What follows belongs to an exercise in optimizing a design on an open flow for small area; a production flow would make more cautious choices. The RTL was checked by simulation tests, not by an equivalence proof against the original design.

== build 97 ==
// regmap
module regmap #(
    parameter ADDR_W = 32,
    parameter DATA_W = 32,
    parameter STRB_W = DATA_W / 8
)(
    input clk,
    input rst,
    output [31:0] csr_sampl_num_val_out,
    output [15:0] csr_area0_start_val_out,
    output [15:0] csr_area1_start_val_out,
    output [15:0] csr_area2_start_val_out,
    output [15:0] csr_area0_end_val_out,
    output [15:0] csr_area1_end_val_out,
    output [15:0] csr_area2_end_val_out,
    output  csr_buf_ctrl_spec_req_out,
    output  csr_buf_ctrl_area_req_out,
    output [7:0] csr_acc_start_val_out,
    output [7:0] csr_acc_stop_val_out,
    output [15:0] csr_adc_th_val_out,
    output [2:0] csr_adc_filter_window_size_out,
    output  csr_adc_filter_bypass_out,
    output [3:0] csr_bline_ctrl_averagings_out,
    output  csr_bline_ctrl_auto_baseline_out,
    output [15:0] csr_bline_manual_val_out,
    output [15:0] csr_bline_acc_val_out,
    output [5:0] csr_bline_trend_delay_val_out,
    input csr_bline_actual_val_en,
    input [14:0] csr_bline_actual_val_in,
    output  csr_gate_ctrl_hysteresis_en_out,
    output  csr_gate_ctrl_pileup_reject_out,
    output [5:0] csr_gate_ctrl_pre_trigger_out,
    output  csr_dump_ctrl_enable_out,
    output [10:0] csr_dump_ctrl_samples_out,
    output [15:0] csr_pileup_acc_val_out,
    output [5:0] csr_pileup_trend_delay_val_out,
    input csr_pileup_actual_val_en,
    input  csr_pileup_actual_val_in,
    output  csr_pileup_cnt_ctrl_frame_rst_out,
    output  csr_pileup_cnt_ctrl_pileup_cnt_rst_out,
    input [31:0] csr_pileup_cnt_val_in,
    output [15:0] csr_count_th_0_val_out,
    input csr_count_val_0_val_en,
    input [31:0] csr_count_val_0_val_in,
    output [15:0] csr_count_th_1_val_out,
    input csr_count_val_1_val_en,
    input [31:0] csr_count_val_1_val_in,
    input [7:0] csr_ver_val_in,
    input [7:0] csr_sub_val_in,
    input [7:0] csr_rev_val_in,
    input  [ADDR_W-1:0] axil_awaddr,
    input  [2:0]        axil_awprot,
    input               axil_awvalid,
    output              axil_awready,
    input  [DATA_W-1:0] axil_wdata,
    input  [STRB_W-1:0] axil_wstrb,
    input               axil_wvalid,
    output              axil_wready,
    output [1:0]        axil_bresp,
    output              axil_bvalid,
    input               axil_bready,
    input  [ADDR_W-1:0] axil_araddr,
    input  [2:0]        axil_arprot,
    input               axil_arvalid,
    output              axil_arready,
    output [DATA_W-1:0] axil_rdata,
    output [1:0]        axil_rresp,
    output              axil_rvalid,
    input               axil_rready
);
export LEC_CHECK = 0
export CAP_MARGIN = 20
export CORE_MARGIN = 2
export CORE_UTILIZATION = 60
export GPL_TIMING_DRIVEN = 0
export PLACE_DENSITY = 0.85
export SLEW_MARGIN = 20
create_clock -name core_clock -period 5.0 [get_ports {clk}]
standard.sh (not shown) runs the stock make flow with config.mk's settings and CLKGATE_MAP_FILE= SYNTH_SCRIPT=/design/flow/synth_recipe.tcl, a recipe that flattens the netlist after the stock synthesis.
==> flow/flow/run.sh <==
#!/bin/bash
# Layout flow: the standard ORFS flow (standard.sh) with these changes:
#  - after the standard synthesis, the combinational logic between the (unchanged)
#    flip-flops is re-mapped by ABC for area; the result must be proven equivalent
#    to the standard netlist, else the standard netlist is kept;
#  - synthesis buffers are removed before global placement (as the timing-driven mode does);
#  - port buffers are sky130_fd_sc_hd__buf_1 instead of the default buffer_ports choice;
#  - CTS uses clkbuf_8 with its own sink clustering, and no dummy loads.
set -euo pipefail
W=$PWD
F=$W/flow
export PRE_GLOBAL_PLACE_TCL="$F/pre_gpl.tcl"
export BUFFER_PORTS_ARGS="-buffer_cell sky130_fd_sc_hd__buf_1"
export CTS_ARGS="-sink_clustering_enable -repair_clock_nets -dont_use_dummy_load -buf_list sky130_fd_sc_hd__clkbuf_8 -sink_clustering_size 15 -sink_clustering_max_diameter 50"

bash standard.sh synth > standard_synth.log 2>&1

R=$W/orfs/results/${FLOW_PLATFORM}/regmap/base
LIB=$(ls $FLOW_HOME/platforms/${FLOW_PLATFORM}/lib/sky130_fd_sc_hd__tt_025C_1v80.lib)
mkdir -p $W/resynth
cp $R/1_2_yosys.v $W/resynth/standard.v
yosys -q -p "read_liberty -ignore_miss_func $LIB; write_verilog -noattr $W/resynth/allcells.v" > yosys_cells.log 2>&1
python3 $F/combcells.py $W/resynth/allcells.v $W/resynth/combcells.v
DONT_USE=$(grep -o -- "-dont_use [A-Za-z0-9_]*" $W/orfs/logs/${FLOW_PLATFORM}/regmap/base/1_2_yosys.log | sort -u | tr '\n' ' ')
export LIB_FILE=$LIB DESIGN_NAME=$FLOW_TOP RS_IN=$W/resynth/standard.v RS_OUT=$W/resynth/area.v \
       RS_COMB=$W/resynth/combcells.v RS_CELLS=$W/resynth/allcells.v RS_ABC=$F/area.abc RS_DONT_USE="$DONT_USE"
if yosys -c $F/resynth.tcl > yosys_resynth.log 2>&1 && yosys -c $F/equiv.tcl > yosys_equiv.log 2>&1; then
  cp $W/resynth/area.v $R/1_2_yosys.v
  echo "re-mapped netlist used" > resynth_result.log
else
  echo "re-mapping failed or not proven: standard netlist kept" > resynth_result.log
fi
rm -f $R/1_synth.odb $R/1_synth.sdc
bash standard.sh > standard_flow.log 2>&1
Other scripts of this flow, unchanged in this note and not shown: flow/flow/area.abc, flow/flow/combcells.py, flow/flow/equiv.tcl, flow/flow/pre_gpl.tcl, flow/flow/resynth.tcl
Input changes introduced in build 66 (baseline for comparison: build 97):
- removing PLACE_DENSITY (formerly 0.85)
- changing CORE_UTILIZATION from 60 to 75
==> comparison <==
As far as per-instance average area after synthesis goes, build 66 and build 97 are indistinguishable; the numbers are identical.
Build 66 did not finish: a tool error stopped it during 3_2_place_iop.
Note that the placement row count recorded for build 97 amounts to 1.13 times the value seen in build 66.
From build 97 to build 66, number of instances in the synthesized netlist did not move at all.
Note that the horizontal die dimension recorded for build 97 amounts to 1.11 times the value seen in build 66.
Between build 66 and build 97, the difference in post-synthesis instance area is negligible.
Sort build 66 and build 97 by die boundary height asc -> top: build 66
Comparing build 66 and build 97, the lower initial core utilization was measured on build 97.
What build 77 does differently from build 66 at the input level:
- CORE_UTILIZATION now 60, was 75
### Flow results
- Build 77 was carried through to the last stage, and its layout satisfied the timing, design-rule and antenna checks.
- Diff build 66..build 77 | mean area per synthesized cell | unchanged
- Between build 77 and build 66, it is build 77 whose initial core utilization is lower, by 16 points.
- The total number of placement rows in build 77 is 1.13 times that in build 66.
- Die width (build 77 / build 66): 1.11
- Between build 66 and build 77, the vertical extent of the die is higher for build 77.
- Number of instances in the synthesized netlist: build 66 vs build 77, no meaningful difference
Modified inputs, build 36 compared to build 77
diff --git a/flow/flow/run.sh b/flow/flow/run.sh
--- a/flow/flow/run.sh
+++ b/flow/flow/run.sh
@@ -13,3 +13,3 @@
 export BUFFER_PORTS_ARGS="-buffer_cell sky130_fd_sc_hd__buf_1"
-export CTS_ARGS="-sink_clustering_enable -repair_clock_nets -dont_use_dummy_load -buf_list sky130_fd_sc_hd__clkbuf_8 -sink_clustering_size 15 -sink_clustering_max_diameter 50"
+export CTS_ARGS="-sink_clustering_enable -repair_clock_nets -dont_use_dummy_load -buf_list {sky130_fd_sc_hd__clkbuf_4 sky130_fd_sc_hd__clkbuf_8} -sink_clustering_size 10 -sink_clustering_max_diameter 40"
 
[summary]
Build 36 vs. build 77: filler-free cell count of the finished design rose by 0.66%, hold-fix buffer count after cts stayed essentially flat. In build 36 relative to build 77, layout net count had gone up slightly.

static timing again, ports no longer ideal:
In the flow no input, the clock included, has a driving cell. The finished layouts below were timed again as built, in two steps. Step 1, drivers: a clkbuf_16 drives clk and a buf_2 each remaining input, both assumed. Step 2 moves the port delays by t, midway between the first and last clock arrival at a register: inputs arrive t later, outputs are due t later. That takes back most of the time a late clock gives input paths. Three values: no drivers, after step 1, after step 2; two values: the first two.
| run | t (ns) | setup WS [ns] | hold slack, ns | worst setup path after step 2 |
|---|---|---|---|---|
| build 97 | 0.615 | 0.820 / 0.820 / 0.636 | 0.481 / 0.481 / 0.481 | input to register |
| build 77 | 0.614 | 0.759 / 0.707 / 0.945 | 0.471 / 0.471 / 0.471 | input to register |
| build 36 | 0.629 | 0.757 / 0.705 / 0.948 | 0.469 / 0.469 / 0.469 | input to register |
After both steps every run listed still meets setup and hold. For build 97, which loses most, drivers alone change the setup slack by 0.000 ns; drivers and shift together by -0.184 ns.
